This design comes from an exercise in tuning for small area and a short achievable clock period on the open sky130 flow, not from production work.
The RTL was checked by simulation tests, not by an equivalence proof against the original design.
Power is estimated from default activity; no workload was simulated.

==> ember: inputs <==
// systolic_top
module systolic_top (
    input  wire        clk,
    input  wire        reset,
    input  wire        enable,
    input  wire [63:0] data_input,
    input  wire [63:0] weights_input,
    output wire [63:0] result_out,
    output wire        finished
);
    reg [4:0] cnt;
    reg       fin;    
    reg       win;    
    reg       L;      
    wire [4:0] cnt_n = cnt + 5'd1;
    always @(posedge clk) begin
        if (reset) begin
            cnt <= 5'd0;
            fin <= 1'b0;
            win <= 1'b0;
            L   <= 1'b0;
        end else if (enable) begin
            cnt <= cnt_n;
            fin <= (cnt_n >= 5'd22);
            win <= (cnt_n >= 5'd3) && (cnt_n <= 5'd16);
            L   <= (cnt_n == 5'd3) || (cnt_n == 5'd4);
        end
    end
    assign finished = fin;
    wire S = enable && win;
    reg [31:0] sk0 [0:1];
    reg [31:0] sk1 [0:5];
    integer i;
    always @(posedge clk) begin
        if (reset) begin
            for (i = 0; i < 2; i = i + 1) sk0[i] <= 32'd0;
            for (i = 0; i < 6; i = i + 1) sk1[i] <= 32'd0;
        end else if (enable) begin
            sk0[0] <= data_input[31:0];
            sk0[1] <= sk0[0];
            sk1[0] <= data_input[63:32];
            for (i = 1; i < 6; i = i + 1) sk1[i] <= sk1[i-1];
        end
    end
  ...
==> flow/config.mk <==
export PLATFORM = sky130hd
export DESIGN_NAME = systolic_top
export DESIGN_NICKNAME = systolic_top
export VERILOG_FILES = /design/flow/design.v
export SDC_FILE = /design/flow/constraint.sdc
export NUM_CORES = 4
export LEC_CHECK = 0
export CAP_MARGIN = 20
export CORE_MARGIN = 2
export CORE_UTILIZATION = 40
export PLACE_DENSITY = 0.6
export SLEW_MARGIN = 20
==> flow/constraint.sdc <==
create_clock -name core_clock -period 10.0 [get_ports {clk}]
set_input_delay 2.0000 -clock core_clock [delete_from_list [all_inputs] [get_ports {clk}]]
set_output_delay 2.0000 -clock core_clock [all_outputs]
set_load 0.01 [all_outputs]
standard.sh (not shown) runs the stock make flow with config.mk's settings and CLKGATE_MAP_FILE= SYNTH_SCRIPT=/design/flow/synth_recipe.tcl, a recipe that flattens the netlist after the stock synthesis.
==> flow/flow/run.sh <==
#!/bin/bash
# Standard synthesis and layout (the standard.sh) with these changes:
# - timing repair aims at a setup margin well beyond what the 10 ns period
#   needs, so the resizer keeps working the worst path down (TNS_END_PERCENT 0
#   keeps it on the worst path), and may resize across cell footprints;
# - a denser core;
# - larger clock-tree sink clusters (fewer clock buffers);
# - port buffers are buf_4 cells.
# The SDC is not touched.
set -euo pipefail
bash standard.sh SETUP_SLACK_MARGIN=6.8 TNS_END_PERCENT=0 MATCH_CELL_FOOTPRINT=0 \
  CORE_UTILIZATION=60 PLACE_DENSITY=0.7 \
  CTS_CLUSTER_SIZE=24 CTS_CLUSTER_DIAMETER=80 \
  "BUFFER_PORTS_ARGS=-buffer_cell sky130_fd_sc_hd__buf_4" \
  finish > standard_flow.log 2>&1
==> inputs of indigo, as changes to ember <==
==> flow/flow/run.sh (replaced) <==
#!/bin/bash
# Standard synthesis and layout (the standard.sh) with these changes:
# - after the standard Yosys synthesis, flow/fa_polarity.tcl flips the logical
#   polarity of full adders where that removes inverters between them
#   (FA(~a,~b,~c) = (~sum,~cout)); registers are untouched;
# - timing repair aims at a setup margin well beyond what the 10 ns period
#   needs, so the resizer keeps working the worst path down (TNS_END_PERCENT 0
#   keeps it on the worst path), and may resize across cell footprints;
# - a denser core;
# - larger clock-tree sink clusters (fewer clock buffers);
# - port buffers are buf_4 cells.
# The SDC is not touched.
set -euo pipefail
bash standard.sh SETUP_SLACK_MARGIN=6.8 TNS_END_PERCENT=0 MATCH_CELL_FOOTPRINT=0 \
  CORE_UTILIZATION=72 PLACE_DENSITY=0.8 \
  CTS_CLUSTER_SIZE=24 CTS_CLUSTER_DIAMETER=80 \
  "BUFFER_PORTS_ARGS=-buffer_cell sky130_fd_sc_hd__buf_4" \
  "POST_SYNTH_TCL=$PWD/flow/fa_polarity.tcl" \
  finish > standard_flow.log 2>&1
==> flow/flow/fa_polarity.tcl (new file) <==
# Full adders are self-dual: FA(~a,~b,~c) = (~sum, ~cout). Synthesis leaves
# many inverters between full adders; this flips the logical polarity of full
# adders where that removes inverters, and rewires each full-adder input (and
# each load of a full-adder output) straight to its source net or to one shared
# inverter of it. Registers and all other cells are left as they are.
proc fap_master {inst} { return [[$inst getMaster] getName] }
proc fap_is_fa {inst} { return [string match "sky130_fd_sc_hd__fa_*" [fap_master $inst]] }
proc fap_is_inv {inst} { return [string match "sky130_fd_sc_hd__inv_*" [fap_master $inst]] }
proc fap_driver {net} {
  foreach it [$net getITerms] {
    if {[$it getIoType] == "OUTPUT"} { return $it }
  }
  return ""
}
proc fa_polarity {} {
  set block [ord::get_db_block]
  set db [ord::get_db]
  set invm [$db findMaster sky130_fd_sc_hd__inv_1]
  # full adders
  set fas {}
  foreach inst [$block getInsts] {
    if {[fap_is_fa $inst]} { lappend fas $inst }
  }
  set idx [dict create]
  set i 0
  foreach f $fas { dict set idx [$f getName] $i; incr i }
  set nfa [llength $fas]
  # edges: list of {srcnet srcfa sinkiterm sinkfa c}
  set edges {}
  proc_src_of $block
  foreach f $fas {
    set fi [dict get $idx [$f getName]]
    foreach pin {A B CIN} {
      set it [$f findITerm $pin]
      set net [$it getNet]
      if {$net == "NULL"} { continue }
      set c 0
      set src $net
      set d [fap_driver $net]
      if {$d != "" && [fap_is_inv [$d getInst]]} {
        set n2 [[[$d getInst] findITerm A] getNet]
        if {$n2 != "NULL"} { set c 1; set src $n2 }
      }
      set sd [fap_driver $src]
      set sf -1
      if {$sd != "" && [fap_is_fa [$sd getInst]]} { set sf [dict get $idx [[$sd getInst] getName]] }
      lappend edges [list $src $sf $it $fi $c]
    }
  }
  # loads of full-adder outputs that are not full adders
  foreach f $fas {
    set fi [dict get $idx [$f getName]]
    foreach pin {SUM COUT} {
      set net [[$f findITerm $pin] getNet]
      if {$net == "NULL"} { continue }
      if {[llength [$net getBTerms]] > 0} { return "skip: full adder drives a port" }
      foreach it [$net getITerms] {
        if {[$it getIoType] == "OUTPUT"} { continue }
        set li [$it getInst]
        if {[fap_is_fa $li]} { continue }
        if {[fap_is_inv $li]} {
          set on [[$li findITerm Y] getNet]
          if {$on == "NULL"} { continue }
          if {[llength [$on getBTerms]] > 0} { return "skip: inverter drives a port" }
          foreach it2 [$on getITerms] {
            if {[$it2 getIoType] == "OUTPUT"} { continue }
            if {[fap_is_fa [$it2 getInst]]} { continue }
            lappend edges [list $net $fi $it2 -1 1]
          }
        } else {
          lappend edges [list $net $fi $it -1 0]
        }
      }
    }
  }
  # greedy polarity assignment
  set p [lrepeat $nfa 0]
  set adj [lrepeat $nfa {}]
  set e 0
  foreach ed $edges {
    lassign $ed src sf it tf c
    if {$sf >= 0} { lset adj $sf [concat [lindex $adj $sf] $e] }
    if {$tf >= 0 && $tf != $sf} { lset adj $tf [concat [lindex $adj $tf] $e] }
    incr e
  }
  set cost 0
  foreach ed $edges { incr cost [lindex $ed 4] }
  
  for {set pass 0} {$pass < 20} {incr pass} {
    set flips 0
    for {set f 0} {$f < $nfa} {incr f} {
      set gain 0
      foreach e [lindex $adj $f] {
        lassign [lindex $edges $e] src sf it tf c
        set ps [expr {$sf >= 0 ? [lindex $p $sf] : 0}]
        set pt [expr {$tf >= 0 ? [lindex $p $tf] : 0}]
        set now [expr {$c ^ $ps ^ $pt}]
        incr gain [expr {$now ? 1 : -1}]
      }
      if {$gain > 0} { lset p $f [expr {1 - [lindex $p $f]}]; incr flips }
    }
    if {$flips == 0} { break }
  }
  set ncost 0
  foreach ed $edges {
    lassign $ed src sf it tf c
    set ps [expr {$sf >= 0 ? [lindex $p $sf] : 0}]
    set pt [expr {$tf >= 0 ? [lindex $p $tf] : 0}]
    incr ncost [expr {$c ^ $ps ^ $pt}]
  }
  puts "fa_polarity: inverted edges after: $ncost"
  # rewire
  set invof [dict create]
  set k 0
  foreach ed $edges {
    lassign $ed src sf it tf c
    set ps [expr {$sf >= 0 ? [lindex $p $sf] : 0}]
    set pt [expr {$tf >= 0 ? [lindex $p $tf] : 0}]
    set need [expr {$c ^ $ps ^ $pt}]
    if {$need} {
      set sname [$src getName]
      if {![dict exists $invof $sname]} {
        incr k
        set ni [odb::dbInst_create $block $invm "fap_inv_$k"]
        set nn [odb::dbNet_create $block "fap_n_$k"]
        [$ni findITerm A] connect $src
        [$ni findITerm Y] connect $nn
        dict set invof $sname $nn
      }
      set target [dict get $invof $sname]
    } else {
      set target $src
    }
    $it disconnect
    $it connect $target
  }
  # remove inverters left without loads
  set removed 0
  foreach inst [$block getInsts] {
    if {![fap_is_inv $inst]} { continue }
    set on [[$inst findITerm Y] getNet]
    if {$on == "NULL"} { continue }
    if {[llength [$on getBTerms]] > 0} { continue }
    set used 0
    foreach it [$on getITerms] { if {[$it getIoType] != "OUTPUT"} { set used 1; break } }
    if {!$used} {
      odb::dbInst_destroy $inst
      odb::dbNet_destroy $on
      incr removed
    }
  }
  puts "fa_polarity: added $k inverters, removed $removed"
  return ok
}
proc proc_src_of {block} {}
puts [fa_polarity]
==> summary.txt <==
Finish
  – Multi-input comb cells: 10,290
  – Design area: 0.1331 mm^2
  – Synth-to-layout area growth: 5.430%

Timing
  – Skew final: 0.02716 ns

Worst setup path
  – Worst reg2reg endpoint: u10.x0_11_0$_SDFFE_PP0P_
  – WP depth: 6

Clock tree
  – Clock Latency Late Sink: 0.82 ns

Place
  – Routability cong.: 0.9293

Status
  – Outcome: no timing/DRC/antenna violations

Pwr
  – Sw Ratio: 25.93%
  – Comb power: 0.000875 W

Floorplanning
  – DIE WIDTH: 422.8 um
  – Die area: 0.1787 mm^2
[end of results for indigo]
==> summary.txt <==
Route
  – Post-DRT Antenna Nets: 0
  – Via count: 95,610

Floorplanning
  – Die area: 0.2185 mm^2
  – DIE WIDTH: 467.4 um

Finish
  – Layout non-clock buf frac: 2.602%
  – Multi-input comb cells: 10,290
  – Synth-to-layout area growth: 6.138%

Pwr
  – Sw Ratio: 25.83%
  – Comb power: 0.000884 W

Status
  – Outcome: no timing/DRC/antenna violations

Worst setup path
  – WP depth: 1
  – Worst reg2reg endpoint: u00.x0_18_0$_SDFFE_PP0P_

Timing
  – Skew final: 0.04901 ns

Place
  – Routability cong.: 0.8819
[end of results for ember]

-- port drivers added, routing unchanged --
In the flow no input, the clock included, has a driving cell. The finished layouts below were timed again as built, in two steps.
Step 1 (the two cells are an assumption about what drives the block):
set clk [get_ports {clk}]
set_driving_cell -lib_cell sky130_fd_sc_hd__clkbuf_16 $clk
set_driving_cell -lib_cell sky130_fd_sc_hd__buf_2 [delete_from_list [all_inputs] $clk]
Step 2 times the ports against the registers' clock, not the clock port: input delays grow and output delays shrink by t, the midpoint of the rising clock arrivals with the driver on.
Slacks: no drivers / after step 1 / after step 2; pairs: no drivers / after step 1.
run	t, ns	setup slack, ns	hold WS [ns]	worst setup path at the end
ember	0.917	6.598 / 6.506 / 5.639	0.441 / 0.441 / 0.441	input to register
indigo	0.901	6.536 / 6.499 / 5.670	0.445 / 0.445 / 0.445	input to register
After both steps setup and hold are still met in every run listed. For ember, which loses most, drivers alone change the setup slack by -0.092 ns; drivers and shift together by -0.959 ns.
